Context: an optimization exercise on an open-source flow, tuned for small area and a short achievable clock period. The choices shown serve that exercise and are no tape-out recipe. Function was not checked in any run shown here: the RTL went through the layout flow alone. Power is estimated from default activity; no workload was simulated.

File: design.v
module CLA_adder (x, y, s, cout, c23);
  input  [23:0] x, y;
  output [23:0] s;
  output cout;
  output c23;           
  wire [23:0] h = x ^ y;
  wire [23:0] a = x & y;
  wire [23:0] o = x | y;
  wire [5:0] g, p;
  genvar j;
  generate
    for (j = 0; j < 6; j = j + 1) begin : gp
      assign g[j] = a[4*j+3] | (a[4*j+2] & o[4*j+3]) | (a[4*j] & o[4*j+3] & o[4*j+2]);
      assign p[j] = &o[4*j+3:4*j];
    end
  endgenerate
  wire [6:0] c;
  assign c[0] = 1'b0;
  assign c[1] = g[0];
  assign c[2] = g[1] | (p[1] & g[0]);
  wire   g30 = g[3] | (p[3] & g[2]);
  wire   p30 = p[3] & p[2];
  assign c[3] = g[2] | (p[2] & c[2]);
  assign c[4] = g30 | (p30 & c[2]);
  assign c[5] = g[4] | (p[4] & c[4]);
  wire   g54 = g[5] | (p[5] & g[4]);
  wire   p54 = p[5] & p[4];
  assign c[6] = g54 | (p54 & c[4]);
  assign cout = c[6];
  generate
    for (j = 0; j < 6; j = j + 1) begin : sm
      wire ci = c[j];
      wire k0 = ci;
      wire k1 = a[4*j]   | (h[4*j] & ci);
      wire k2 = a[4*j+1] | (h[4*j+1] & a[4*j]) | (h[4*j+1] & h[4*j] & ci);
      wire k3 = a[4*j+2] | (h[4*j+2] & a[4*j+1]) | (h[4*j+2] & h[4*j+1] & a[4*j])
              | (h[4*j+2] & h[4*j+1] & h[4*j] & ci);
      assign s[4*j+3:4*j] = h[4*j+3:4*j] ^ {k3, k2, k1, k0};
      if (j == 5) begin : top
        assign c23 = k3;
      end
    end
  endgenerate
endmodule
module fpa_with_regisers (clk, reset, en, inputA, inputB, result, OF);
  input clk, reset, en;
  input [31:0] inputA, inputB;
  output [31:0] result;
  output OF;
  wire [59:0] st_in;
  wire        ofa_in;
  reg  [59:0] st;      
  reg         ofa;     
  reg         fresh;
  wire [31:0] res_in;
  reg  [31:0] result_r;
  fpa_align al (.A(inputA), .B(inputB), .st(st_in), .ofa(ofa_in));
  always @(posedge clk) begin
    if (en)
      st <= st_in;
    if (reset) begin
      ofa   <= 1'b0;
      fresh <= 1'b1;
    end else if (en) begin
      ofa   <= ofa_in;
      fresh <= 1'b0;
    end
    if (reset | (en & fresh))
      result_r <= 32'd0;
    else if (en)
      result_r <= res_in;
  end
  fpa_add  ad (.st(st), .ofa(ofa), .O(res_in), .OF(OF));
  assign result = result_r;
endmodule
module fpa_align (A, B, st, ofa);
  input  [31:0] A, B;
  output [59:0] st;
  output ofa;
  wire [7:0]  ea_raw = A[30:23];
  wire [7:0]  eb_raw = B[30:23];
  wire        ha = |ea_raw;
  wire        hb = |eb_raw;
  wire        a_zero = ~ha & ~|A[22:0];
  wire        b_zero = ~hb & ~|B[22:0];
  wire        sel_a = (&ea_raw) | b_zero;
  wire        sel_b = (&eb_raw) | a_zero;
  wire [7:0]  ea = {ea_raw[7:1], ea_raw[0] | ~ha};
  wire [7:0]  eb = {eb_raw[7:1], eb_raw[0] | ~hb};
  wire        sub = A[31] ^ B[31];
  wire        swap = (A[30:0] <= B[30:0]) & ~sel_a;
  wire [7:0]  e_big   = swap ? eb_raw : ea_raw;
  wire [23:0] m_big   = swap ? {hb, B[22:0]} : {ha, A[22:0]};
  wire [23:0] m_small = swap ? {ha, A[22:0]} ^ {24{sub}} : {hb, B[22:0]} ^ {24{sub}};
  wire        h_small = swap ? ha : hb;
  wire        sign    = swap ? B[31] : A[31];
  wire [8:0]  dab = {1'b0, ea} - {1'b0, eb};
  wire [7:0]  dba = eb - ea;
  wire [7:0]  d   = dab[8] ? dba : dab[7:0];
  wire        eqexp = (ea == eb);
  wire        far = (|d[7:5]) | (d[4] & d[3]);    
  wire [47:0] ext = {{24{sub}}, m_small} >> d[4:0];
  wire [23:0] y   = far ? {24{sub}} : ext[23:0];
  wire        y23 = sub ^ (eqexp & h_small);
  assign ofa = ~(m_big[23] ^ y23);
  assign st = {sel_a | sel_b, sign, eqexp & ~sub, sub, e_big, m_big, y};
endmodule
module fpa_add (st, ofa, O, OF);
  input  [59:0] st;
  input  ofa;
  output [31:0] O;
  output OF;
  wire        special = st[59];
  wire        sign    = st[58];
  wire        shr_eq  = st[57];
  wire        sub     = st[56];
  wire [7:0]  e_raw   = st[55:48];
  wire [23:0] x       = st[47:24];
  wire [23:0] y       = st[23:0];
  wire [7:0]  e_big   = {e_raw[7:1], e_raw[0] | ~x[23]};
  wire [23:0] s;
  wire        cout, c23;
  CLA_adder add (.x(x), .y(y), .s(s), .cout(cout), .c23(c23));
  assign OF = ofa & (x[23] ^ c23);
  wire        shr = shr_eq | (~sub & cout);
  reg  [4:0]  jn;
  integer i;
  always @(*) begin
    jn = 5'd1;
    for (i = 3; i <= 23; i = i + 1)
      if (s[i]) jn = 5'd24 - i[4:0];
  end
  wire [4:0]  j = shr ? 5'd0 : jn;
  wire [23:0] sl = s << j;
  wire [7:0]  o_e = special ? e_raw : e_big + 8'd1 - {3'd0, j};
  wire [22:0] o_m = special ? x[22:0] : sl[23:1];
  assign O = {sign, o_e, o_m};
endmodule
File: flow/run.sh
#!/bin/bash
# Layout flow: the standard ORFS flow (standard.sh), with these settings changed:
#  - no full/half-adder cell extraction in synthesis (ABC maps the arithmetic);
#  - repair_timing aims for a setup slack margin of 6.0 ns, which matches the
#    period this design can reach rather than the design's much longer clock
#    period (the SDC and clock period are the standard flow's own);
#  - the delay cells (clkdlybuf4s*, dlygate*, dlymetal*) are added to
#    the platform's don't-use list, so that port buffers and repair use real buffers.
# The make output goes to standard.log; ORFS keeps each step's log under orfs/logs.
set -uo pipefail
DONT_USE="sky130_fd_sc_hd__probe_p_8 sky130_fd_sc_hd__probec_p_8 sky130_fd_sc_hd__lpflow_bleeder_1 sky130_fd_sc_hd__lpflow_clkbufkapwr_1 sky130_fd_sc_hd__lpflow_clkbufkapwr_16 sky130_fd_sc_hd__lpflow_clkbufkapwr_2 sky130_fd_sc_hd__lpflow_clkbufkapwr_4 sky130_fd_sc_hd__lpflow_clkbufkapwr_8 sky130_fd_sc_hd__lpflow_clkinvkapwr_1 sky130_fd_sc_hd__lpflow_clkinvkapwr_16 sky130_fd_sc_hd__lpflow_clkinvkapwr_2 sky130_fd_sc_hd__lpflow_clkinvkapwr_4 sky130_fd_sc_hd__lpflow_clkinvkapwr_8 sky130_fd_sc_hd__lpflow_decapkapwr_12 sky130_fd_sc_hd__lpflow_decapkapwr_3 sky130_fd_sc_hd__lpflow_decapkapwr_4 sky130_fd_sc_hd__lpflow_decapkapwr_6 sky130_fd_sc_hd__lpflow_decapkapwr_8 sky130_fd_sc_hd__lpflow_inputiso0n_1 sky130_fd_sc_hd__lpflow_inputiso0p_1 sky130_fd_sc_hd__lpflow_inputiso1n_1 sky130_fd_sc_hd__lpflow_inputiso1p_1 sky130_fd_sc_hd__lpflow_inputisolatch_1 sky130_fd_sc_hd__lpflow_isobufsrc_1 sky130_fd_sc_hd__lpflow_isobufsrc_16 sky130_fd_sc_hd__lpflow_isobufsrc_2 sky130_fd_sc_hd__lpflow_isobufsrc_4 sky130_fd_sc_hd__lpflow_isobufsrc_8 sky130_fd_sc_hd__lpflow_isobufsrckapwr_16 sky130_fd_sc_hd__lpflow_lsbuf_lh_hl_isowell_tap_1 sky130_fd_sc_hd__lpflow_lsbuf_lh_hl_isowell_tap_2 sky130_fd_sc_hd__lpflow_lsbuf_lh_hl_isowell_tap_4 sky130_fd_sc_hd__lpflow_lsbuf_lh_isowell_4 sky130_fd_sc_hd__lpflow_lsbuf_lh_isowell_tap_1 sky130_fd_sc_hd__lpflow_lsbuf_lh_isowell_tap_2 sky130_fd_sc_hd__lpflow_lsbuf_lh_isowell_tap_4 sky130_fd_sc_hd__clkdlybuf4s15_1 sky130_fd_sc_hd__clkdlybuf4s15_2 sky130_fd_sc_hd__clkdlybuf4s18_1 sky130_fd_sc_hd__clkdlybuf4s18_2 sky130_fd_sc_hd__clkdlybuf4s25_1 sky130_fd_sc_hd__clkdlybuf4s25_2 sky130_fd_sc_hd__clkdlybuf4s50_1 sky130_fd_sc_hd__clkdlybuf4s50_2 sky130_fd_sc_hd__dlygate4sd1_1 sky130_fd_sc_hd__dlygate4sd2_1 sky130_fd_sc_hd__dlygate4sd3_1 sky130_fd_sc_hd__dlymetal6s2s_1 sky130_fd_sc_hd__dlymetal6s4s_1 sky130_fd_sc_hd__dlymetal6s6s_1"
bash standard.sh ADDER_MAP_FILE= SETUP_SLACK_MARGIN=6.0 "DONT_USE_CELLS=$DONT_USE" finish > standard.log 2>&1
File: standard.sh
#!/bin/bash
# synth_recipe.tcl (not shown) runs the flow's synth.tcl, then flattens the netlist and writes it again
# the make line also repeats each setting of config.mk as NAME=value (left out here)
make -C /OpenROAD-flow-scripts/flow DESIGN_CONFIG=/design/flow/config.mk WORK_HOME=/design/flow/orfs CLKGATE_MAP_FILE= SYNTH_SCRIPT=/design/flow/synth_recipe.tcl "${@:-finish}"
File: config.mk
export PLATFORM = sky130hd
export DESIGN_NAME = fpa_with_regisers
export DESIGN_NICKNAME = fpa_with_regisers
export VERILOG_FILES = /design/flow/design.v
export SDC_FILE = /design/flow/constraint.sdc
export NUM_CORES = 4
export LEC_CHECK = 0
export ABC_AREA = 1
export CAP_MARGIN = 20
export CORE_MARGIN = 2
export CORE_UTILIZATION = 30
export SLEW_MARGIN = 20
export SYNTH_HIERARCHICAL = 0
File: constraint.sdc
create_clock -name core_clock -period 11.0 [get_ports {clk}]
set_input_delay 2.2000 -clock core_clock [delete_from_list [all_inputs] [get_ports {clk}]]
set_output_delay 2.2000 -clock core_clock [all_outputs]
set_load 0.01 [all_outputs]
==> key figures, run 1 <==
Status
  • Status: finished clean

Synthesis
  • Post-synthesis instance total: 1,687
  • Post-synthesis adder-cell area fraction: 0%
  • Cell area after synthesis: 10,100 µm²
  • Number of flops mapped to enable cells by yosys: 60
  • Flip-flop cell with the highest count after synthesis: sky130_fd_sc_hd__edfxtp_1
  • Area fraction in and, or, nand and nor cells after synthesis: 49.2%
  • Synth Area in XOR/XNOR: 2.83%
  • Post-synthesis compound-gate area fraction: 13.0%
  • Number of unique standard cell types used by synthesis: 62
  • Leading area contributor after synthesis: sky130_fd_sc_hd__edfxtp_1
  • Share of async-settable or async-resettable flops after synthesis: 0%
  • Warnings from Yosys: 2
  • Area share of the largest cell type after synthesis: 17.9%
  • Main combinational cell family by area after synthesis: simple AND/OR/NAND/NOR gates
  • Mapped Nets: 1,754
  • Number of synthesized register bits: 94
  • Multiplexer share of the synthesized area: 0.211%
  • Cell types occupying the most area after synthesis: sky130_fd_sc_hd__edfxtp_1 (18%), sky130_fd_sc_hd__nand2_1 (18%), sky130_fd_sc_hd__nand3_1 (16%)
  • Mapped Avg Cell Area: 5.97 µm²
  • Part of the Yosys area used for sequential elements: 24.6%

Clock network
  • Clock edge transition at the registers on the reported setup and hold paths: 0.07 ns
  • Number of sinks on the clock net: 94
  • Count of hold buffers inserted by post-cts repair: 0
  • Total number of H-tree levels: 3
  • Max clock buf depth: 2
  • Clock latency of the later-clocked register in the worst-skew pair: 0.37 ns
  • CTS tree: yes
  • Number of buffers created by CTS: 9
  • CTS Root Cell: sky130_fd_sc_hd__clkbuf_16

Timing
  • Final Critical Period: 5.03 ns
  • Setup repair after global routing missed its margin: true
  • Setup TNS: 0 ns
  • Worst slew margin: 27.4%
  • Final Max Slew Viols: 0
  • Slew @ Worst Pin: 1.09 ns
  • Final hold viol count: 0
  • Peak clock frequency supported by timing: 199 MHz
  • Post-route worst setup slack: 5.97 ns
  • Fin crit share: 45.8%
  • Worst clock skew on the final layout: 0.0141 ns
  • Final number of setup-violating endpoints: 0
  • Tightest hold margin: 0.453 ns

Worst setup path
  • Startpoint-to-endpoint class of the critical path: primary input to flip-flop
  • Arrival time worst endpoint: 5.26 ns
  • Endpoint required time on the critical path: 11.23 ns
  • Category of the worst setup path launch point: primary input
  • Critical path peak fanout: 8
  • Type of destination of the critical path: flip-flop

Detailed routing
  • Starting DRT DRC Count: 1,213
  • Number of iterations in the first detailed-routing pass: 5
  • Drt via density: 5.21
  • Total wire length after detailed routing: 36,500 µm
  • Post-detailed-route wirelength per cell: 15.9 µm
  • Routed via count: 12,000
  • Post-detailed-route DRC marker count: 0
  • Antenna violation net count after detailed routing: 0

Worst hold path
  • Worst Hold Class: flip-flop to flip-flop

Die
  • Die span in x: 187 µm
  • Die Ht: 187 µm
  • Row count: 67
  • Full die area: 35,100 µm²
  • Starting Density: 30.3%
  • Number of top-level pins: 100
  • Area of the core: 33,300 µm²

GRT
  • Total congestion overflow: 0
  • Via count of the first global-routing pass: 10,600
  • Pin count of the biggest net entering global routing: 44
  • First-pass GRT wire length: 55,900 µm
  • GR Util All Layers: 19.5%
  • Initial antenna violation count: 0

Power
  • Clk pwr share: 15.4%
  • Fraction of power spent switching nets: 49.9%
  • Cell internal power dissipation: 1.01 mW
  • Worst supply voltage drop on vdd: 0.0000844 V
  • Switch Pwr: 1.00 mW
  • Relative contribution of sequential cells to total power: 23.1%
  • Power per cell area: 158 nW/µm²
  • Gate power share: 61.5%
  • Leakage power summed over all cells: 5.72 nW

Place
  • Gp weighted congestion: 0.942
  • Worst setup slack after placement: 4.31 ns
  • Count of placed standard cells including taps: 2,179
  • Half-perimeter wire length after detailed placement: 26,700 µm
  • Port buffer count: 99

Cells and area
  • Non-filler instance count after layout: 2,294
  • Share of the core filled with cells in the final layout: 38.4%
  • Area growth from synthesis to final layout: 26.7%
  • Total Nets Final: 1,908
  • Number of diodes added for antenna fixing: 0
  • Share of final-layout standard cells stronger than drive strength 1: 20.4%

Run
  • Max-cap violations: 0
-- path summary, 6_finish.rpt --
kind | from | to | slack (ns) | depth (start not counted)
min reg2reg | fresh | fresh | 0.45 | 2
max reg2reg | st[28] | result_r[28] | 6.89 | 28
max | inputA[24] | st[4] | 5.97 | 24
min | fresh | fresh | 0.45 | 2
-- worst max-delay path: stages --
cell	delay, ns
sky130_fd_sc_hd__buf_4	0.14
sky130_fd_sc_hd__nor4_2	0.29
sky130_fd_sc_hd__inv_1	0.13
sky130_fd_sc_hd__nor2_4	0.13
sky130_fd_sc_hd__nor2_1	0.06
sky130_fd_sc_hd__inv_2	0.08
sky130_fd_sc_hd__nor2_4	0.04
sky130_fd_sc_hd__inv_2	0.08
sky130_fd_sc_hd__a21oi_4	0.07
sky130_fd_sc_hd__o21bai_4	0.16
sky130_fd_sc_hd__nand2_2	0.08
sky130_fd_sc_hd__nand2_4	0.10
sky130_fd_sc_hd__buf_8	0.13
sky130_fd_sc_hd__nor3_4	0.04
sky130_fd_sc_hd__a211oi_4	0.28
sky130_fd_sc_hd__o21ai_2	0.10
sky130_fd_sc_hd__xor2_1	0.15
sky130_fd_sc_hd__nor2_2	0.19
sky130_fd_sc_hd__buf_1	0.12
sky130_fd_sc_hd__buf_2	0.10
sky130_fd_sc_hd__nand4_1	0.16
sky130_fd_sc_hd__inv_4	0.18
sky130_fd_sc_hd__nand2_1	0.13
sky130_fd_sc_hd__nand3_1	0.11
-- layer usage --
layer / track usage, % / wire length (µm) / part of all wire, % / up-vias
li1: - / - / - / 5943
met1: 28.1 / 17000 / 47 / 5487
met2: 30.4 / 16300 / 45 / 452
met3: 1.97 / 2200 / 6.0 / 70
met4: 6.47 / 1060 / 2.9 / 0
met5: 0 / 0 / 0 / -
-- cells in the mapped netlist, drive strengths merged, types with 9 or more instances --
library cell,count
a21oi,88
nor3,11
nor4,18
xor2,19
o21ai,82
dfxtp,34
buf,24
nor2,156
nand2,511
or2,18
nand4,23
inv,186
nand3,331
clkbuf,42
edfxtp,60
nand3b,9
o211ai,29
-- cells in the final DEF (no fill, tap or decap), drive strengths merged --
| cell | n |
|---|---|
| nand3 | 331 |
| o221ai | 1 |
| o22ai | 2 |
| xor2 | 19 |
| nand3b | 9 |
| a21oi | 88 |
| o21bai | 4 |
| xnor2 | 8 |
| clkinv | 5 |
| a31oi | 7 |
| inv | 190 |
| o21ai | 82 |
| nor2 | 158 |
| o211ai | 29 |
| or2 | 18 |
| and3 | 1 |
| and2 | 3 |
| mux2 | 1 |
| bufbuf | 1 |
| nor4 | 18 |
| nor3 | 11 |
| nor3b | 1 |
| edfxtp | 60 |
| mux2i | 1 |
| dfxtp | 34 |
| a21boi | 3 |
| buf | 175 |
| a2111oi | 1 |
| clkinvlp | 6 |
| nand4 | 23 |
| o21a | 2 |
| nand2 | 518 |
| o2111ai | 1 |
| a221oi | 2 |
| clkbuf | 31 |
| a211oi | 1 |
| o31ai | 1 |
-- flip-flops by register name, indices dropped and copies added (netlist names) --
register  count
fresh         1
st           60
ofa           1
result_r     32
-- timing repair --
item	in CTS	in global routing
pin swaps	16	62
cloned	8	9
resized for setup	72	243
setup endpoints to repair	49	50
buffers inserted	47	35
-- power groups by stage --
stage	logic [mW]	registers [mW]	clock network [mW]
6_report	1.24	0.465	0.310
5_1_grt	1.37	0.472	0.331
4_1_cts	1.11	0.466	0.318
3_5_place_dp	1.03	0.473	0
3_3_place_gp	1.03	0.472	0
2_1_floorplan	0.811	0.465	0
-- final cells by class --
cell class | instances | area (µm²)
fill | 3618 | 20500
multi-input combinational | 1344 | 7520
sequential | 94 | 2480
timing repair buffer | 198 | 1150
inverter | 192 | 742
tap | 448 | 561
clock buffer | 9 | 225
clock inverter | 7 | 66.3
timing repair inverter | 2 | 15.0
-- logic make-up (layout without fill, tap and decap cells) --
| logic type | after synthesis | after routing |
|---|---|---|
| and+or+nand+nor | 1082 | 1091 |
| DFF | 94 | 94 |
| muxes | 2 | 2 |
| AOI/OAI and AO/OA | 224 | 224 |
| xor gates and xnor gates | 27 | 27 |
| buffers and inverters | 258 | 408 |
-- stage by stage --
stage	area, µm²	total power, mW
after floorplan	10100	1.28
after global placement	10800	1.50
after detailed placement	10800	1.51
after CTS	11700	1.89
after global routing	12800	2.17
final	12800	2.01
==> inputs of run 2 (changes only) <==
==> flow/run.sh (replaced) <==
#!/bin/bash
# Layout flow: the standard ORFS flow (standard.sh), with these settings changed:
#  - no full/half-adder cell extraction in synthesis (ABC maps the arithmetic);
#  - repair_timing aims for a setup slack margin of 5.5 ns, which matches the
#    period this design can reach rather than the design's much longer clock
#    period (the SDC and clock period are the standard flow's own);
#  - the delay cells (clkdlybuf4s*, dlygate*, dlymetal*) are added to
#    the platform's don't-use list, so that port buffers and repair use real buffers.
# The make output goes to standard.log; ORFS keeps each step's log under orfs/logs.
set -uo pipefail
DONT_USE="sky130_fd_sc_hd__probe_p_8 sky130_fd_sc_hd__probec_p_8 sky130_fd_sc_hd__lpflow_bleeder_1 sky130_fd_sc_hd__lpflow_clkbufkapwr_1 sky130_fd_sc_hd__lpflow_clkbufkapwr_16 sky130_fd_sc_hd__lpflow_clkbufkapwr_2 sky130_fd_sc_hd__lpflow_clkbufkapwr_4 sky130_fd_sc_hd__lpflow_clkbufkapwr_8 sky130_fd_sc_hd__lpflow_clkinvkapwr_1 sky130_fd_sc_hd__lpflow_clkinvkapwr_16 sky130_fd_sc_hd__lpflow_clkinvkapwr_2 sky130_fd_sc_hd__lpflow_clkinvkapwr_4 sky130_fd_sc_hd__lpflow_clkinvkapwr_8 sky130_fd_sc_hd__lpflow_decapkapwr_12 sky130_fd_sc_hd__lpflow_decapkapwr_3 sky130_fd_sc_hd__lpflow_decapkapwr_4 sky130_fd_sc_hd__lpflow_decapkapwr_6 sky130_fd_sc_hd__lpflow_decapkapwr_8 sky130_fd_sc_hd__lpflow_inputiso0n_1 sky130_fd_sc_hd__lpflow_inputiso0p_1 sky130_fd_sc_hd__lpflow_inputiso1n_1 sky130_fd_sc_hd__lpflow_inputiso1p_1 sky130_fd_sc_hd__lpflow_inputisolatch_1 sky130_fd_sc_hd__lpflow_isobufsrc_1 sky130_fd_sc_hd__lpflow_isobufsrc_16 sky130_fd_sc_hd__lpflow_isobufsrc_2 sky130_fd_sc_hd__lpflow_isobufsrc_4 sky130_fd_sc_hd__lpflow_isobufsrc_8 sky130_fd_sc_hd__lpflow_isobufsrckapwr_16 sky130_fd_sc_hd__lpflow_lsbuf_lh_hl_isowell_tap_1 sky130_fd_sc_hd__lpflow_lsbuf_lh_hl_isowell_tap_2 sky130_fd_sc_hd__lpflow_lsbuf_lh_hl_isowell_tap_4 sky130_fd_sc_hd__lpflow_lsbuf_lh_isowell_4 sky130_fd_sc_hd__lpflow_lsbuf_lh_isowell_tap_1 sky130_fd_sc_hd__lpflow_lsbuf_lh_isowell_tap_2 sky130_fd_sc_hd__lpflow_lsbuf_lh_isowell_tap_4 sky130_fd_sc_hd__clkdlybuf4s15_1 sky130_fd_sc_hd__clkdlybuf4s15_2 sky130_fd_sc_hd__clkdlybuf4s18_1 sky130_fd_sc_hd__clkdlybuf4s18_2 sky130_fd_sc_hd__clkdlybuf4s25_1 sky130_fd_sc_hd__clkdlybuf4s25_2 sky130_fd_sc_hd__clkdlybuf4s50_1 sky130_fd_sc_hd__clkdlybuf4s50_2 sky130_fd_sc_hd__dlygate4sd1_1 sky130_fd_sc_hd__dlygate4sd2_1 sky130_fd_sc_hd__dlygate4sd3_1 sky130_fd_sc_hd__dlymetal6s2s_1 sky130_fd_sc_hd__dlymetal6s4s_1 sky130_fd_sc_hd__dlymetal6s6s_1"
bash standard.sh ADDER_MAP_FILE= SETUP_SLACK_MARGIN=5.5 "DONT_USE_CELLS=$DONT_USE" finish > standard.log 2>&1
==> run 2 against run 1 <==
  * Still clean
  * Power down 7.2%
  * Core utilization is 4.1 points lower
  * Register-to-register slack gained 0.02 ns
  * Flip-flop and latch count is the same
  * Die area unchanged
  * First-iteration DRC count fell by 5.0%
  * Critical path type unchanged
==> key figures, run 2 <==
Clock network
  • Count of hold buffers inserted by post-cts repair: 0 (unchanged)
  • CTS tree: yes
  • Clock latency of the later-clocked register in the worst-skew pair: 0.37 ns (about the same)
  • Total number of H-tree levels: 3 (unchanged)
  • Number of sinks on the clock net: 94 (unchanged)
  • Clock edge transition at the registers on the reported setup and hold paths: 0.06 ns (about the same)
  • CTS Root Cell: sky130_fd_sc_hd__clkbuf_16
  • Number of buffers created by CTS: 9 (unchanged)
  • Max clock buf depth: 2 (unchanged)

Synthesis
  • Post-synthesis compound-gate area fraction: 13.0% (unchanged)
  • Post-synthesis instance total: 1,687 (unchanged)
  • Synth Area in XOR/XNOR: 2.83% (unchanged)
  • Number of flops mapped to enable cells by yosys: 60 (unchanged)
  • Share of async-settable or async-resettable flops after synthesis: 0% (unchanged)
  • Cell types occupying the most area after synthesis: sky130_fd_sc_hd__edfxtp_1 (18%), sky130_fd_sc_hd__nand2_1 (18%), sky130_fd_sc_hd__nand3_1 (16%)
  • Part of the Yosys area used for sequential elements: 24.6% (unchanged)
  • Cell area after synthesis: 10,100 µm² (unchanged)
  • Number of synthesized register bits: 94 (unchanged)
  • Most instantiated library cell after synthesis: sky130_fd_sc_hd__nand2_1
  • Mapped Avg Cell Area: 5.97 µm² (unchanged)
  • Multiplexer share of the synthesized area: 0.211% (unchanged)
  • Post-synthesis adder-cell area fraction: 0% (unchanged)
  • Warnings from Yosys: 2 (unchanged)
  • Area fraction in and, or, nand and nor cells after synthesis: 49.2% (unchanged)
  • Area share of the largest cell type after synthesis: 17.9% (unchanged)
  • Main combinational cell family by area after synthesis: simple AND/OR/NAND/NOR gates
  • Mapped Nets: 1,754 (unchanged)
  • Top post-synthesis cells by count: sky130_fd_sc_hd__nand2_1 (476), sky130_fd_sc_hd__nand3_1 (323), sky130_fd_sc_hd__inv_1 (176), sky130_fd_sc_hd__nor2_1 (145), sky130_fd_sc_hd__a21oi_1 (81)
  • Flip-flop cell with the highest count after synthesis: sky130_fd_sc_hd__edfxtp_1
  • Number of unique standard cell types used by synthesis: 62 (unchanged)
  • Leading area contributor after synthesis: sky130_fd_sc_hd__edfxtp_1

Detailed routing
  • Met3 Wirelength: 2220 µm (+0.86%)
  • Post-detailed-route wirelength per cell: 15.3 µm (-3.9%)
  • Routed via count: 11,400 (-4.3%)
  • Highest metal layer with signal wires: met4
  • Drt via density: 5.15 (-1.1%)
  • Total wire length after detailed routing: 33,900 µm (-7.0%)
  • Number of iterations in the first detailed-routing pass: 6 (+1)
  • Post-detailed-route DRC marker count: 0 (unchanged)
  • Antenna violation net count after detailed routing: 0 (unchanged)
  • Met2 wire length: 14,700 µm (-9.4%)
  • Starting DRT DRC Count: 1,152 (-5.0%)
  • Detailed-routing wirelength on met1: 16,200 µm (-4.8%)

Timing
  • Final Critical Period: 5.30 ns (+0.271 ns)
  • Setup repair after global routing missed its margin: true
  • Peak clock frequency supported by timing: 189 MHz (-5.1%)
  • Setup TNS: 0 ns (unchanged)
  • Slew @ Worst Pin: 1.03 ns (-0.0599 ns)
  • Tightest hold margin: 0.452 ns (-0.00106 ns)
  • Fin crit share: 48.2% (+2.5 points)
  • Worst slew margin: 31.4% (+4.0 points)
  • Final number of setup-violating endpoints: 0 (unchanged)
  • Final hold viol count: 0 (unchanged)
  • Worst clock skew on the final layout: 0.0145 ns (+0.000343 ns)
  • Final Max Slew Viols: 0 (unchanged)

Worst hold path
  • Hold-critical path endpoint: fresh
  • Worst Hold Class: flip-flop to flip-flop
  • Startpoint of the lowest-slack hold path: fresh
  • Number of stages on the worst hold path: 2 (unchanged)

Worst setup path
  • FF-to-FF setup slack: 6.91 ns (+0.02 ns)
  • Worst reg2reg endpoint: result_r[28]
  • Arrival time worst endpoint: 5.42 ns (+0.16 ns)
  • Cell count of the worst reg-to-reg path: 28 (unchanged)
  • Type of destination of the critical path: flip-flop
  • Reg2reg start: st[28]
  • Endpoint required time on the critical path: 11.11 ns (-0.12 ns)
  • Critical path peak fanout: 14 (+6)
  • Category of the worst setup path launch point: primary input
  • Startpoint-to-endpoint class of the critical path: primary input to flip-flop

Power
  • Power per cell area: 164 nW/µm² (+4.0%)
  • Leakage power summed over all cells: 5.15 nW (-9.9%)
  • Total power: 1.87 mW (-7.2%)
  • Worst supply voltage drop on vdd: 0.0000854 V (+1.3%)

Cells and area
  • Leading cell type in the layout, fill and taps excluded: sky130_fd_sc_hd__nand2_1
  • Area growth from synthesis to final layout: 13.0%
  • Number of diodes added for antenna fixing: 0 (unchanged)
  • Total Nets Final: 1,833 (-3.9%)
  • Share of final-layout standard cells stronger than drive strength 1: 9.60% (-11 points)
  • Most flops, register: st
  • Share of the core filled with cells in the final layout: 34.2% (-4.1 points)
  • Largest registers: st (60), result_r (32)
  • Commonest cells after routing, fill and taps aside: sky130_fd_sc_hd__nand2_1 (473), sky130_fd_sc_hd__nand3_1 (322), sky130_fd_sc_hd__inv_1 (172)
  • Number of flip-flops in the largest register: 60 (unchanged)

Die
  • Number of top-level pins: 100 (unchanged)
  • Full die area: 35,100 µm² (unchanged)
  • Row count: 67 (unchanged)
  • Area of the core: 33,300 µm² (unchanged)
  • Starting Density: 30.3% (unchanged)
  • Die Ht: 187 µm (unchanged)
  • Die span in x: 187 µm (unchanged)

GRT
  • GR Util All Layers: 18.8% (-0.70 points)
  • Initial antenna violation count: 0 (unchanged)
  • Total congestion overflow: 0 (unchanged)
  • Pin count of the biggest net entering global routing: 44 (unchanged)
  • First-pass GRT wire length: 54,000 µm (-3.4%)
  • Via count of the first global-routing pass: 10,100 (-4.3%)

Status
  • Status: finished clean

Place
  • Port buffer count: 99 (unchanged)
  • Gp weighted congestion: 0.942 (unchanged)
  • Half-perimeter wire length after detailed placement: 26,700 µm (unchanged)

Run
  • Max-cap violations: 0 (unchanged)
## run 2: cell count changes in the layout (fill, tap and decap cells not counted), moves of 11 or more
cell,previous run,this run
sky130_fd_sc_hd__inv_1,156,172
sky130_fd_sc_hd__nand3_1,271,322
sky130_fd_sc_hd__nor2_1,107,134
sky130_fd_sc_hd__inv_2,28,12
sky130_fd_sc_hd__nor2_4,25,5
sky130_fd_sc_hd__o21ai_1,19,8
sky130_fd_sc_hd__nand3_2,54,4
sky130_fd_sc_hd__clkbuf_2,18,0
sky130_fd_sc_hd__buf_2,30,14
sky130_fd_sc_hd__buf_6,15,4
sky130_fd_sc_hd__o21ai_0,52,70
sky130_fd_sc_hd__nand2_2,47,30
sky130_fd_sc_hd__nand2_1,455,473
## run 2: worst max-delay path by stage
stage / startpoint / to / depth (start not counted)
global placement: inputA[30] / st[0] / 26
finish: inputB[27] / st[19] / 24
global route: inputB[27] / st[19] / 24
CTS: inputB[26] / st[0] / 21
detailed placement: inputA[30] / st[2] / 26
floorplan: inputB[27] / st[10] / 19
## run 2: area by class of cell
type / count / area, µm²
fill: 3761 / 21900
multi-input combinational: 1338 / 6750
inverter: 192 / 738
clock inverter: 7 / 66.3
clock buffer: 9 / 225
sequential: 94 / 2480
timing repair inverter: 2 / 12.5
tap: 448 / 561
timing repair buffer: 129 / 554
## run 2: power breakdown
group | switching, mW | leakage (nW) | internal (mW)
Combinational | 0.747 | 4.15 | 0.344
Clock | 0.152 | 0.138 | 0.159
Sequential | 0.0336 | 0.865 | 0.432
Total | 0.933 | 5.15 | 0.934
## run 2: what timing repair did
item / 4_1_cts / 5_1_grt
cloned: 4 / 2
pin swaps: 2 / 7
buffers inserted: 4 / 14
setup endpoints to repair: 31 / 24
resized for setup: 20 / 31
## run 2: layer usage
metal,global-route usage [%],vias to the layer above
li1,-,5768
met1,27.8,5196
met2,28.8,422
met3,1.99,51
met4,5.43,0
met5,0,-
## run 2: cells by family after synthesis
group	after synthesis
XOR/XNOR	27
flip-flops	94
buffers and inverters	258
AND/OR/NAND/NOR	1082
AO/OA/AOI/OAI	224
multiplexers	2
## run 2: worst max-delay path, cell delays in order
cell and delay [ns]:
sky130_fd_sc_hd__buf_1 0.11, sky130_fd_sc_hd__nor4_1 0.30, sky130_fd_sc_hd__inv_1 0.08, sky130_fd_sc_hd__nor2_2 0.19, sky130_fd_sc_hd__nor2_1 0.10, sky130_fd_sc_hd__nor2_2 0.17
sky130_fd_sc_hd__inv_2 0.07, sky130_fd_sc_hd__a21oi_2 0.19, sky130_fd_sc_hd__o21bai_2 0.11, sky130_fd_sc_hd__nand2_1 0.11, sky130_fd_sc_hd__nand2_4 0.13, sky130_fd_sc_hd__nand2_1 0.12
sky130_fd_sc_hd__o21ai_2 0.07, sky130_fd_sc_hd__xor2_2 0.15, sky130_fd_sc_hd__buf_6 0.16, sky130_fd_sc_hd__clkinvlp_4 0.12, sky130_fd_sc_hd__buf_1 0.17, sky130_fd_sc_hd__nand3_1 0.14
sky130_fd_sc_hd__nand3_1 0.11, sky130_fd_sc_hd__o21ai_0 0.14, sky130_fd_sc_hd__nand2_1 0.09, sky130_fd_sc_hd__nand2_1 0.09, sky130_fd_sc_hd__o21ai_0 0.19, sky130_fd_sc_hd__nand2_1 0.08
## run 2: per-stage QoR
step	setup WS [ns]	cells	area (µm²)
after floorplan	6.06	1687	10100
after global placement	4.41	2179	10800
after detailed placement	4.31	2179	10800
after CTS	5.52	2203	11200
after global routing	5.46	2219	11400
final	5.70	2219	11400
==> inputs of run 3 (changes only) <==
==> flow/run.sh (replaced) <==
#!/bin/bash
# Layout flow: the standard ORFS flow (standard.sh), with these settings changed:
#  - no full/half-adder cell extraction in synthesis (ABC maps the arithmetic);
#  - repair_timing aims for a setup slack margin of 5.0 ns, which matches the
#    period this design can reach rather than the design's much longer clock
#    period (the SDC and clock period are the standard flow's own);
#  - the delay cells (clkdlybuf4s*, dlygate*, dlymetal*) are added to
#    the platform's don't-use list, so that port buffers and repair use real buffers.
# The make output goes to standard.log; ORFS keeps each step's log under orfs/logs.
set -uo pipefail
DONT_USE="sky130_fd_sc_hd__probe_p_8 sky130_fd_sc_hd__probec_p_8 sky130_fd_sc_hd__lpflow_bleeder_1 sky130_fd_sc_hd__lpflow_clkbufkapwr_1 sky130_fd_sc_hd__lpflow_clkbufkapwr_16 sky130_fd_sc_hd__lpflow_clkbufkapwr_2 sky130_fd_sc_hd__lpflow_clkbufkapwr_4 sky130_fd_sc_hd__lpflow_clkbufkapwr_8 sky130_fd_sc_hd__lpflow_clkinvkapwr_1 sky130_fd_sc_hd__lpflow_clkinvkapwr_16 sky130_fd_sc_hd__lpflow_clkinvkapwr_2 sky130_fd_sc_hd__lpflow_clkinvkapwr_4 sky130_fd_sc_hd__lpflow_clkinvkapwr_8 sky130_fd_sc_hd__lpflow_decapkapwr_12 sky130_fd_sc_hd__lpflow_decapkapwr_3 sky130_fd_sc_hd__lpflow_decapkapwr_4 sky130_fd_sc_hd__lpflow_decapkapwr_6 sky130_fd_sc_hd__lpflow_decapkapwr_8 sky130_fd_sc_hd__lpflow_inputiso0n_1 sky130_fd_sc_hd__lpflow_inputiso0p_1 sky130_fd_sc_hd__lpflow_inputiso1n_1 sky130_fd_sc_hd__lpflow_inputiso1p_1 sky130_fd_sc_hd__lpflow_inputisolatch_1 sky130_fd_sc_hd__lpflow_isobufsrc_1 sky130_fd_sc_hd__lpflow_isobufsrc_16 sky130_fd_sc_hd__lpflow_isobufsrc_2 sky130_fd_sc_hd__lpflow_isobufsrc_4 sky130_fd_sc_hd__lpflow_isobufsrc_8 sky130_fd_sc_hd__lpflow_isobufsrckapwr_16 sky130_fd_sc_hd__lpflow_lsbuf_lh_hl_isowell_tap_1 sky130_fd_sc_hd__lpflow_lsbuf_lh_hl_isowell_tap_2 sky130_fd_sc_hd__lpflow_lsbuf_lh_hl_isowell_tap_4 sky130_fd_sc_hd__lpflow_lsbuf_lh_isowell_4 sky130_fd_sc_hd__lpflow_lsbuf_lh_isowell_tap_1 sky130_fd_sc_hd__lpflow_lsbuf_lh_isowell_tap_2 sky130_fd_sc_hd__lpflow_lsbuf_lh_isowell_tap_4 sky130_fd_sc_hd__clkdlybuf4s15_1 sky130_fd_sc_hd__clkdlybuf4s15_2 sky130_fd_sc_hd__clkdlybuf4s18_1 sky130_fd_sc_hd__clkdlybuf4s18_2 sky130_fd_sc_hd__clkdlybuf4s25_1 sky130_fd_sc_hd__clkdlybuf4s25_2 sky130_fd_sc_hd__clkdlybuf4s50_1 sky130_fd_sc_hd__clkdlybuf4s50_2 sky130_fd_sc_hd__dlygate4sd1_1 sky130_fd_sc_hd__dlygate4sd2_1 sky130_fd_sc_hd__dlygate4sd3_1 sky130_fd_sc_hd__dlymetal6s2s_1 sky130_fd_sc_hd__dlymetal6s4s_1 sky130_fd_sc_hd__dlymetal6s6s_1"
bash standard.sh ADDER_MAP_FILE= SETUP_SLACK_MARGIN=5.0 "DONT_USE_CELLS=$DONT_USE" finish > standard.log 2>&1
==> run 3 against run 2 <==
  * Sequential power hardly changed
  * Clock skew hardly changed
  * Hold slack better by 0.0011 ns
  * Core utilization is 0.61 points lower
  * Via count is 2.0% lower
  * Clock-buffer cell count stayed put
  * Die area stayed put
  * Combinational power hardly changed
==> key figures, run 3 <==
Worst setup path
  • Type of destination of the critical path: flip-flop
  • Arrival time worst endpoint: 5.80 ns (+0.38 ns)
  • Category of the worst setup path launch point: primary input
  • Endpoint required time on the critical path: 11.12 ns (about the same)
  • Startpoint-to-endpoint class of the critical path: primary input to flip-flop
  • Critical path peak fanout: 14 (unchanged)

Timing
  • Peak clock frequency supported by timing: 176 MHz (-6.7%)
  • Final Max Slew Viols: 0 (unchanged)
  • Final hold viol count: 0 (unchanged)
  • Worst slew margin: 31.8% (+0.45 points)
  • Final Critical Period: 5.68 ns (+0.379 ns)
  • Setup TNS: 0 ns (unchanged)
  • Setup repair after global routing missed its margin: true
  • Fin crit share: 51.7% (+3.4 points)
  • Slew @ Worst Pin: 1.02 ns (-0.00673 ns)
  • Worst clock skew on the final layout: 0.0148 ns (+0.000282 ns)
  • Tightest hold margin: 0.453 ns (+0.00105 ns)
  • Final number of setup-violating endpoints: 0 (unchanged)

Synthesis
  • Cell area after synthesis: 10,100 µm² (unchanged)
  • Mapped Nets: 1,754 (unchanged)
  • Part of the Yosys area used for sequential elements: 24.6% (unchanged)
  • Number of synthesized register bits: 94 (unchanged)
  • Leading area contributor after synthesis: sky130_fd_sc_hd__edfxtp_1
  • Share of async-settable or async-resettable flops after synthesis: 0% (unchanged)
  • Flip-flop cell with the highest count after synthesis: sky130_fd_sc_hd__edfxtp_1
  • Area share of the largest cell type after synthesis: 17.9% (unchanged)
  • Number of flops mapped to enable cells by yosys: 60 (unchanged)
  • Top post-synthesis cells by count: sky130_fd_sc_hd__nand2_1 (476), sky130_fd_sc_hd__nand3_1 (323), sky130_fd_sc_hd__inv_1 (176), sky130_fd_sc_hd__nor2_1 (145), sky130_fd_sc_hd__a21oi_1 (81)
  • Post-synthesis instance total: 1,687 (unchanged)
  • Warnings from Yosys: 2 (unchanged)
  • Cell types occupying the most area after synthesis: sky130_fd_sc_hd__edfxtp_1 (18%), sky130_fd_sc_hd__nand2_1 (18%), sky130_fd_sc_hd__nand3_1 (16%)
  • Most instantiated library cell after synthesis: sky130_fd_sc_hd__nand2_1
  • Mapped Avg Cell Area: 5.97 µm² (unchanged)
  • Number of unique standard cell types used by synthesis: 62 (unchanged)

Die
  • Die span in x: 187 µm (unchanged)
  • Die Ht: 187 µm (unchanged)
  • Starting Density: 30.3% (unchanged)
  • Full die area: 35,100 µm² (unchanged)
  • Row count: 67 (unchanged)
  • Area of the core: 33,300 µm² (unchanged)
  • Number of top-level pins: 100 (unchanged)

GRT
  • First-pass GRT wire length: 53,200 µm (-1.6%)
  • Total congestion overflow: 0 (unchanged)
  • Initial antenna violation count: 0 (unchanged)
  • Pin count of the biggest net entering global routing: 79 (+80%)
  • Via count of the first global-routing pass: 9,999 (-1.2%)
  • GR Util All Layers: 18.5% (-0.36 points)

Cells and area
  • Area occupied by multi-input gates: 6630 µm² (-1.7%)
  • Largest registers: st (60), result_r (32)
  • Final instance area: 11,200 µm² (-1.8%)
  • Commonest cells after routing, fill and taps aside: sky130_fd_sc_hd__nand2_1 (474), sky130_fd_sc_hd__nand3_1 (323), sky130_fd_sc_hd__inv_1 (173)
  • Fill cells: 3,763 (+0.053%)
  • Register area: 2480 µm² (unchanged)
  • Number of flip-flops in the largest register: 60 (unchanged)
  • Share of final-layout standard cells stronger than drive strength 1: 7.76% (-1.8 points)
  • Total Nets Final: 1,814 (-1.0%)
  • Leading cell type in the layout, fill and taps excluded: sky130_fd_sc_hd__nand2_1
  • Most flops, register: st
  • Area growth from synthesis to final layout: 11.0%
  • Number of diodes added for antenna fixing: 0 (unchanged)

Place
  • Gp weighted congestion: 0.942 (unchanged)
  • Port buffer count: 99 (unchanged)
  • Area after DPL: 10,800 µm² (unchanged)
  • Half-perimeter wire length after detailed placement: 26,700 µm (unchanged)

Detailed routing
  • Post-detailed-route DRC marker count: 0 (unchanged)
  • Drt via density: 5.10 (-1.1%)
  • Routed via count: 11,200 (-2.0%)
  • Number of iterations in the first detailed-routing pass: 6 (unchanged)
  • Antenna violation net count after detailed routing: 0 (unchanged)
  • Detailed-routing wirelength on met1: 16,200 µm (+0.40%)
  • Highest metal layer with signal wires: met4
  • Met3 Wirelength: 1850 µm (-16%)
  • Post-detailed-route wirelength per cell: 15.0 µm (-1.8%)
  • Total wire length after detailed routing: 33,000 µm (-2.6%)
  • Met2 wire length: 14,300 µm (-3.0%)
  • Starting DRT DRC Count: 1,086 (-5.7%)

Clock network
  • CTS Root Cell: sky130_fd_sc_hd__clkbuf_16
  • Clock latency of the later-clocked register in the worst-skew pair: 0.37 ns (about the same)
  • Clock edge transition at the registers on the reported setup and hold paths: 0.08 ns (+0.02 ns)
  • Total number of H-tree levels: 3 (unchanged)
  • Number of buffers created by CTS: 9 (unchanged)
  • CTS tree: yes
  • Number of sinks on the clock net: 94 (unchanged)
  • Count of hold buffers inserted by post-cts repair: 0 (unchanged)
  • Max clock buf depth: 2 (unchanged)

Power
  • Total power: 1.84 mW (-1.5%)
  • Power per cell area: 164 nW/µm² (+0.26%)
  • Worst supply voltage drop on vdd: 0.0000841 V (-1.5%)
  • Leakage power summed over all cells: 5.07 nW (-1.5%)

Worst hold path
  • Worst Hold Class: flip-flop to flip-flop

Run
  • Max-cap violations: 0 (unchanged)

Status
  • Status: finished clean
[run 3: layer usage]
metal	GRT usage, %	up-vias
met4	4.98	0
met1	27.5	5102
li1	-	5727
met5	0	-
met2	28.3	345
met3	1.78	39
[run 3: cell families (layout without fill, tap and decap cells)]
kind of cell / Yosys count / in the layout / share of synthesized area [%]
and+or+nand+nor: 1082 / 1083 / 49.2
buffers and inverters: 258 / 322 / 10.1
AOI/OAI and AO/OA: 224 / 224 / 13.0
DFF: 94 / 94 / 24.6
xor gates and xnor gates: 27 / 27 / 2.83
muxes: 2 / 2 / 0.211
[run 3: worst max-delay path, stage by stage]
cell,delay (ns)
sky130_fd_sc_hd__buf_1,0.11
sky130_fd_sc_hd__nor4_1,0.27
sky130_fd_sc_hd__inv_1,0.09
sky130_fd_sc_hd__nor2_1,0.30
sky130_fd_sc_hd__nor2_1,0.08
sky130_fd_sc_hd__clkinv_1,0.07
sky130_fd_sc_hd__nor2_2,0.05
sky130_fd_sc_hd__inv_2,0.07
sky130_fd_sc_hd__a21oi_2,0.05
sky130_fd_sc_hd__o21bai_1,0.23
sky130_fd_sc_hd__nand2_1,0.10
sky130_fd_sc_hd__nand2_2,0.24
sky130_fd_sc_hd__nor2_1,0.07
sky130_fd_sc_hd__a21oi_1,0.32
sky130_fd_sc_hd__xor2_2,0.38
sky130_fd_sc_hd__inv_2,0.17
sky130_fd_sc_hd__nand2_1,0.10
sky130_fd_sc_hd__nand3_1,0.32
sky130_fd_sc_hd__o21ai_4,0.30
sky130_fd_sc_hd__buf_4,0.20
sky130_fd_sc_hd__nand2_1,0.08
[run 3: what timing repair did]
action / 4_1_cts / 5_1_grt
pin swaps: 0 / 1
endpoints found under the setup margin: 8 / 24
buffers inserted: 0 / 1
gates resized for setup: 2 / 14
cloned: 0 / 3
[run 3: cell type report]
cell class / instances / share of cell area (%)
Clock inverter: 7 / 0.593
Timing Repair inverter: 2 / 0.112
Clock buffer: 9 / 2.01
Timing Repair Buffer: 112 / 4.17
Inverter: 192 / 6.60
Multi-Input combinational cell: 1336 / 59.3
Tap cell: 448 / 5.01
Sequential cell: 94 / 22.2
[run 3: final timing paths]
kind | from | end | slack (ns) | depth (start not counted)
worst max-delay path | inputA[27] | st[11] | 5.32 | 21
worst min-delay path | fresh | fresh | 0.45 | 2
worst max register to register | st[28] | result_r[28] | 6.91 | 28
worst min register to register | fresh | fresh | 0.45 | 2
[run 3: metrics by stage]
stage          instances  setup WS (ns)  utilization [%]
3_3_place_gp        2179           4.41             32.4
5_1_grt             2200           5.00             33.6
2_1_floorplan       1687           6.06                -
4_1_cts             2195           5.03             33.3
6_report            2200           5.32             33.6
3_5_place_dp        2179           4.31             32.4
[run 3: power by group]
part           switching (mW)  internal, mW
clock network           0.151         0.159
logic                   0.733         0.331
registers              0.0336         0.432
total                   0.918         0.921
==> inputs of run 4 (changes only) <==
==> flow/run.sh (replaced) <==
#!/bin/bash
# Layout flow: the standard ORFS flow (standard.sh), with these settings changed:
#  - no full/half-adder cell extraction in synthesis (ABC maps the arithmetic);
#  - repair_timing aims for a setup slack margin of 5.7 ns, which matches the
#    period this design can reach rather than the design's much longer clock
#    period (the SDC and clock period are the standard flow's own);
#  - the delay cells (clkdlybuf4s*, dlygate*, dlymetal*) are added to
#    the platform's don't-use list, so that port buffers and repair use real buffers.
# The make output goes to standard.log; ORFS keeps each step's log under orfs/logs.
set -uo pipefail
DONT_USE="sky130_fd_sc_hd__probe_p_8 sky130_fd_sc_hd__probec_p_8 sky130_fd_sc_hd__lpflow_bleeder_1 sky130_fd_sc_hd__lpflow_clkbufkapwr_1 sky130_fd_sc_hd__lpflow_clkbufkapwr_16 sky130_fd_sc_hd__lpflow_clkbufkapwr_2 sky130_fd_sc_hd__lpflow_clkbufkapwr_4 sky130_fd_sc_hd__lpflow_clkbufkapwr_8 sky130_fd_sc_hd__lpflow_clkinvkapwr_1 sky130_fd_sc_hd__lpflow_clkinvkapwr_16 sky130_fd_sc_hd__lpflow_clkinvkapwr_2 sky130_fd_sc_hd__lpflow_clkinvkapwr_4 sky130_fd_sc_hd__lpflow_clkinvkapwr_8 sky130_fd_sc_hd__lpflow_decapkapwr_12 sky130_fd_sc_hd__lpflow_decapkapwr_3 sky130_fd_sc_hd__lpflow_decapkapwr_4 sky130_fd_sc_hd__lpflow_decapkapwr_6 sky130_fd_sc_hd__lpflow_decapkapwr_8 sky130_fd_sc_hd__lpflow_inputiso0n_1 sky130_fd_sc_hd__lpflow_inputiso0p_1 sky130_fd_sc_hd__lpflow_inputiso1n_1 sky130_fd_sc_hd__lpflow_inputiso1p_1 sky130_fd_sc_hd__lpflow_inputisolatch_1 sky130_fd_sc_hd__lpflow_isobufsrc_1 sky130_fd_sc_hd__lpflow_isobufsrc_16 sky130_fd_sc_hd__lpflow_isobufsrc_2 sky130_fd_sc_hd__lpflow_isobufsrc_4 sky130_fd_sc_hd__lpflow_isobufsrc_8 sky130_fd_sc_hd__lpflow_isobufsrckapwr_16 sky130_fd_sc_hd__lpflow_lsbuf_lh_hl_isowell_tap_1 sky130_fd_sc_hd__lpflow_lsbuf_lh_hl_isowell_tap_2 sky130_fd_sc_hd__lpflow_lsbuf_lh_hl_isowell_tap_4 sky130_fd_sc_hd__lpflow_lsbuf_lh_isowell_4 sky130_fd_sc_hd__lpflow_lsbuf_lh_isowell_tap_1 sky130_fd_sc_hd__lpflow_lsbuf_lh_isowell_tap_2 sky130_fd_sc_hd__lpflow_lsbuf_lh_isowell_tap_4 sky130_fd_sc_hd__clkdlybuf4s15_1 sky130_fd_sc_hd__clkdlybuf4s15_2 sky130_fd_sc_hd__clkdlybuf4s18_1 sky130_fd_sc_hd__clkdlybuf4s18_2 sky130_fd_sc_hd__clkdlybuf4s25_1 sky130_fd_sc_hd__clkdlybuf4s25_2 sky130_fd_sc_hd__clkdlybuf4s50_1 sky130_fd_sc_hd__clkdlybuf4s50_2 sky130_fd_sc_hd__dlygate4sd1_1 sky130_fd_sc_hd__dlygate4sd2_1 sky130_fd_sc_hd__dlygate4sd3_1 sky130_fd_sc_hd__dlymetal6s2s_1 sky130_fd_sc_hd__dlymetal6s4s_1 sky130_fd_sc_hd__dlymetal6s6s_1"
bash standard.sh ADDER_MAP_FILE= SETUP_SLACK_MARGIN=5.7 "DONT_USE_CELLS=$DONT_USE" finish > standard.log 2>&1
==> run 4 against run 3 <==
  * Still clean
  * Critical path depth stayed put
  * Worst setup slack improved by 0.48 ns
  * Global-route usage rose by 0.41 points
  * Non-clock buffer count increased by 33
  * Core utilization rose by 1.3 points
  * Synthesized cell count is the same
  * Flip-flop and latch count stayed put
  * Clock-buffer cell count stayed put
  * Sequential power barely moved
  * Clock power about the same
  * Final cell count is 1.6% higher
==> key figures, run 4 <==
Status
  • Status: finished clean

GRT
  • Via count of the first global-routing pass: 10,200 (+1.8%)
  • Initial antenna violation count: 0 (unchanged)
  • GR Util All Layers: 18.9% (+0.41 points)
  • Met3 layer usage reported by global route: 1.99% (+0.21 points)
  • Total congestion overflow: 0 (unchanged)
  • Met2 demand-to-capacity share in global routing: 29.0% (+0.73 points)
  • Most used routing layer: met2
  • Global routing usage on met1: 27.7% (+0.27 points)
  • First-pass GRT wire length: 54,200 µm (+2.0%)
  • Pin count of the biggest net entering global routing: 44 (-44%)

Die
  • Starting Density: 30.3% (unchanged)
  • Row count: 67 (unchanged)
  • Die span in x: 187 µm (unchanged)
  • Number of top-level pins: 100 (unchanged)
  • Area of the core: 33,300 µm² (unchanged)
  • Die Ht: 187 µm (unchanged)
  • Full die area: 35,100 µm² (unchanged)

Place
  • Half-perimeter wire length after detailed placement: 26,700 µm (unchanged)
  • Count of placed standard cells including taps: 2,179 (unchanged)
  • Port buffer count: 99 (unchanged)
  • Gp weighted congestion: 0.942 (unchanged)

Power
  • Worst supply voltage drop on vdd: 0.0000833 V (-1.0%)
  • Leakage power summed over all cells: 5.24 nW (+3.3%)
  • Power per cell area: 163 nW/µm² (-0.90%)

Timing
  • Final Max Slew Viols: 0 (unchanged)
  • Setup TNS: 0 ns (unchanged)
  • Worst slew margin: 31.6% (-0.25 points)
  • Setup repair after global routing missed its margin: true
  • Peak clock frequency supported by timing: 192 MHz (+9.2%)
  • Final number of setup-violating endpoints: 0 (unchanged)
  • Worst clock skew on the final layout: 0.0141 ns (-0.000621 ns)
  • Final hold viol count: 0 (unchanged)
  • Final Critical Period: 5.20 ns (-0.480 ns)
  • Slew @ Worst Pin: 1.03 ns (+0.00376 ns)
  • Tightest hold margin: 0.453 ns (-0.000126 ns)
  • Fin crit share: 47.3% (-4.4 points)

Clock network
  • Count of hold buffers inserted by post-cts repair: 0 (unchanged)
  • CTS tree: yes
  • Clock latency of the later-clocked register in the worst-skew pair: 0.37 ns (about the same)
  • Number of buffers created by CTS: 9 (unchanged)
  • CTS Root Cell: sky130_fd_sc_hd__clkbuf_16
  • Total number of H-tree levels: 3 (unchanged)
  • Number of sinks on the clock net: 94 (unchanged)
  • Max clock buf depth: 2 (unchanged)
  • Clock edge transition at the registers on the reported setup and hold paths: 0.07 ns (about the same)

Worst setup path
  • Arrival time worst endpoint: 5.31 ns (-0.49 ns)
  • Critical path, cell by cell: buf_1 -> inv_1 -> nor2_1 -> nor2_2 -> inv_1 -> nor2_2 -> nand2_1 -> nor4_2 -> nand4_1 -> o21ai_4 -> buf_1 -> nand2_4 -> nor2_1 -> a21oi_1 -> or2_2 -> nand3_1 -> nand3_1 -> nand3_1 -> nand3_1 -> nand3_1 -> nand3_1
  • Cell occurring most often along the worst timing path: sky130_fd_sc_hd__nand3_1
  • Cell count of the worst reg-to-reg path: 28 (unchanged)
  • Reg2reg start: st[28]
  • Endpoint required time on the critical path: 11.11 ns (about the same)
  • FF-to-FF setup slack: 6.90 ns (about the same)
  • Category of the worst setup path launch point: primary input
  • Standard cell with the maximum stage delay on the critical path: sky130_fd_sc_hd__o21ai_4
  • Critical path peak fanout: 10 (-4)
  • Type of destination of the critical path: flip-flop
  • Maximum single-stage delay on the critical path: 0.34 ns (-0.04 ns)
  • Startpoint-to-endpoint class of the critical path: primary input to flip-flop
  • Worst reg2reg endpoint: result_r[28]

Detailed routing
  • Total wire length after detailed routing: 34,300 µm (+3.9%)
  • Starting DRT DRC Count: 1,159 (+6.7%)
  • Number of iterations in the first detailed-routing pass: 7 (+1)
  • Routed via count: 11,600 (+3.4%)
  • Post-detailed-route wirelength per cell: 15.4 µm (+2.2%)
  • Post-detailed-route DRC marker count: 0 (unchanged)
  • Drt via density: 5.18 (+1.7%)
  • Antenna violation net count after detailed routing: 0 (unchanged)

Run
  • Max-cap violations: 0 (unchanged)

Cells and area
  • Number of flip-flops in the largest register: 60 (unchanged)
  • Leading cell type in the layout, fill and taps excluded: sky130_fd_sc_hd__nand2_1
  • Number of diodes added for antenna fixing: 0 (unchanged)
  • Area growth from synthesis to final layout: 15.2%
  • Total Nets Final: 1,850 (+2.0%)
  • Largest registers: st (60), result_r (32)
  • Commonest cells after routing, fill and taps aside: sky130_fd_sc_hd__nand2_1 (473), sky130_fd_sc_hd__nand3_1 (320), sky130_fd_sc_hd__inv_1 (172)
  • Non-filler instance count after layout: 2,236 (+1.6%)
  • Most flops, register: st
  • Share of final-layout standard cells stronger than drive strength 1: 11.2% (+3.5 points)

Synthesis
  • Part of the Yosys area used for sequential elements: 24.6% (unchanged)
  • Top post-synthesis cells by count: sky130_fd_sc_hd__nand2_1 (476), sky130_fd_sc_hd__nand3_1 (323), sky130_fd_sc_hd__inv_1 (176), sky130_fd_sc_hd__nor2_1 (145), sky130_fd_sc_hd__a21oi_1 (81)
  • Share of async-settable or async-resettable flops after synthesis: 0% (unchanged)
  • Most instantiated library cell after synthesis: sky130_fd_sc_hd__nand2_1
  • Leading area contributor after synthesis: sky130_fd_sc_hd__edfxtp_1
  • Mapped Avg Cell Area: 5.97 µm² (unchanged)
  • Mapped Nets: 1,754 (unchanged)
  • Area share of the largest cell type after synthesis: 17.9% (unchanged)
  • Cell area after synthesis: 10,100 µm² (unchanged)
  • Warnings from Yosys: 2 (unchanged)
  • Number of flops mapped to enable cells by yosys: 60 (unchanged)
  • Number of unique standard cell types used by synthesis: 62 (unchanged)
  • Cell types occupying the most area after synthesis: sky130_fd_sc_hd__edfxtp_1 (18%), sky130_fd_sc_hd__nand2_1 (18%), sky130_fd_sc_hd__nand3_1 (16%)
  • Number of synthesized register bits: 94 (unchanged)
  • Post-synthesis instance total: 1,687 (unchanged)
  • Flip-flop cell with the highest count after synthesis: sky130_fd_sc_hd__edfxtp_1

Worst hold path
  • Hold-critical path endpoint: fresh
  • Startpoint of the lowest-slack hold path: fresh
  • Number of stages on the worst hold path: 2 (unchanged)
  • Worst Hold Class: flip-flop to flip-flop
-- run 4: timing repair --
item / CTS / global route
setup endpoints to repair: 32 / 24
resized for setup: 36 / 46
gates cloned: 4 / 4
buffers inserted: 11 / 22
pin swaps: 5 / 8
-- run 4: layout make-up --
class / count / area, µm²
Inverter: 192 / 739
Clock buffer: 9 / 225
Timing Repair inverter: 2 / 12.5
Clock inverter: 7 / 66.3
Multi-Input combinational cell: 1339 / 6840
Timing Repair Buffer: 145 / 676
Tap cell: 448 / 561
Fill cell: 3749 / 21700
Sequential cell: 94 / 2480
-- run 4: how the worst max path moves through the flow --
stage | end | slack [ns] | start
floorplan | st[10] | 6.06 | inputB[27]
global placement | st[0] | 4.41 | inputA[30]
detailed placement | st[2] | 4.31 | inputA[30]
CTS | st[19] | 5.71 | inputA[29]
global route | st[7] | 5.64 | inputA[26]
finish | st[6] | 5.80 | inputB[24]
-- run 4: metal layers --
metal	share of wire, %	vias up	routed length [µm]
met5	0	-	0
met4	2.7	0	911
met3	6.0	57	2070
met2	43	437	14800
met1	48	5289	16600
li1	-	5806	-
-- run 4: report_power, final --
| part | internal (mW) | switching, mW |
|---|---|---|
| Sequential | 0.432 | 0.0338 |
| Clock | 0.159 | 0.152 |
| Combinational | 0.357 | 0.758 |
-- run 4: logic make-up (layout without fill, tap and decap cells) --
| family | Yosys count | in the layout | synth area share, % |
|---|---|---|---|
| flops | 94 | 94 | 24.6 |
| xor+xnor | 27 | 27 | 2.83 |
| simple gates | 1082 | 1086 | 49.2 |
| mux | 2 | 2 | 0.211 |
| compound gates | 224 | 224 | 13.0 |
| buf+inv | 258 | 355 | 10.1 |
-- run 4: critical path: cells and delay by family --
kind	cells	cell delay, ns
simple gates	15	2.21
buf+inv	4	0.49
compound gates	2	0.42
-- run 4: through the flow --
step | power, mW | utilization (%) | setup WS [ns] | cell area [µm²]
2_1_floorplan | 1.28 | - | 6.06 | 10100
3_3_place_gp | 1.50 | 32.4 | 4.41 | 10800
3_5_place_dp | 1.51 | 32.4 | 4.31 | 10800
4_1_cts | 1.85 | 33.9 | 5.71 | 11300
5_1_grt | 2.05 | 34.9 | 5.64 | 11600
6_report | 1.89 | 34.9 | 5.80 | 11600

==> port drivers added, routing unchanged <==
The results above use ideal ports. As a check the final layouts listed here were re-extracted and re-timed, cells and wires unchanged.
Step 1 sets driving cells, clkbuf_16 on the clock port and buf_2 on the other inputs (assumed; they add their load-dependent delay and slew).
Step 2 times the ports against the registers' clock, not the clock port: input delays grow and output delays shrink by t, the midpoint of the rising clock arrivals with the driver on.
Three values: ideal, step 1, step 2; two values: the first two.
| run | t (ns) | setup WS [ns] | worst setup path after step 2 | pins driven straight from the clock port |
|---|---|---|---|---|
| run 1 | 0.403 | 5.966 / 5.986 / 5.583 | input to register | 1 |
| run 2 | 0.405 | 5.696 / 5.717 / 5.312 | input to register | 1 |
| run 3 | 0.402 | 5.317 / 5.338 / 4.936 | input to register | 1 |
| run 4 | 0.400 | 5.797 / 5.819 / 5.419 | input to register | 1 |
After both steps setup and hold are still met in every run listed. The setup slack of run 2, which loses most, moves by +0.021 ns with the drivers and by -0.384 ns with both steps.
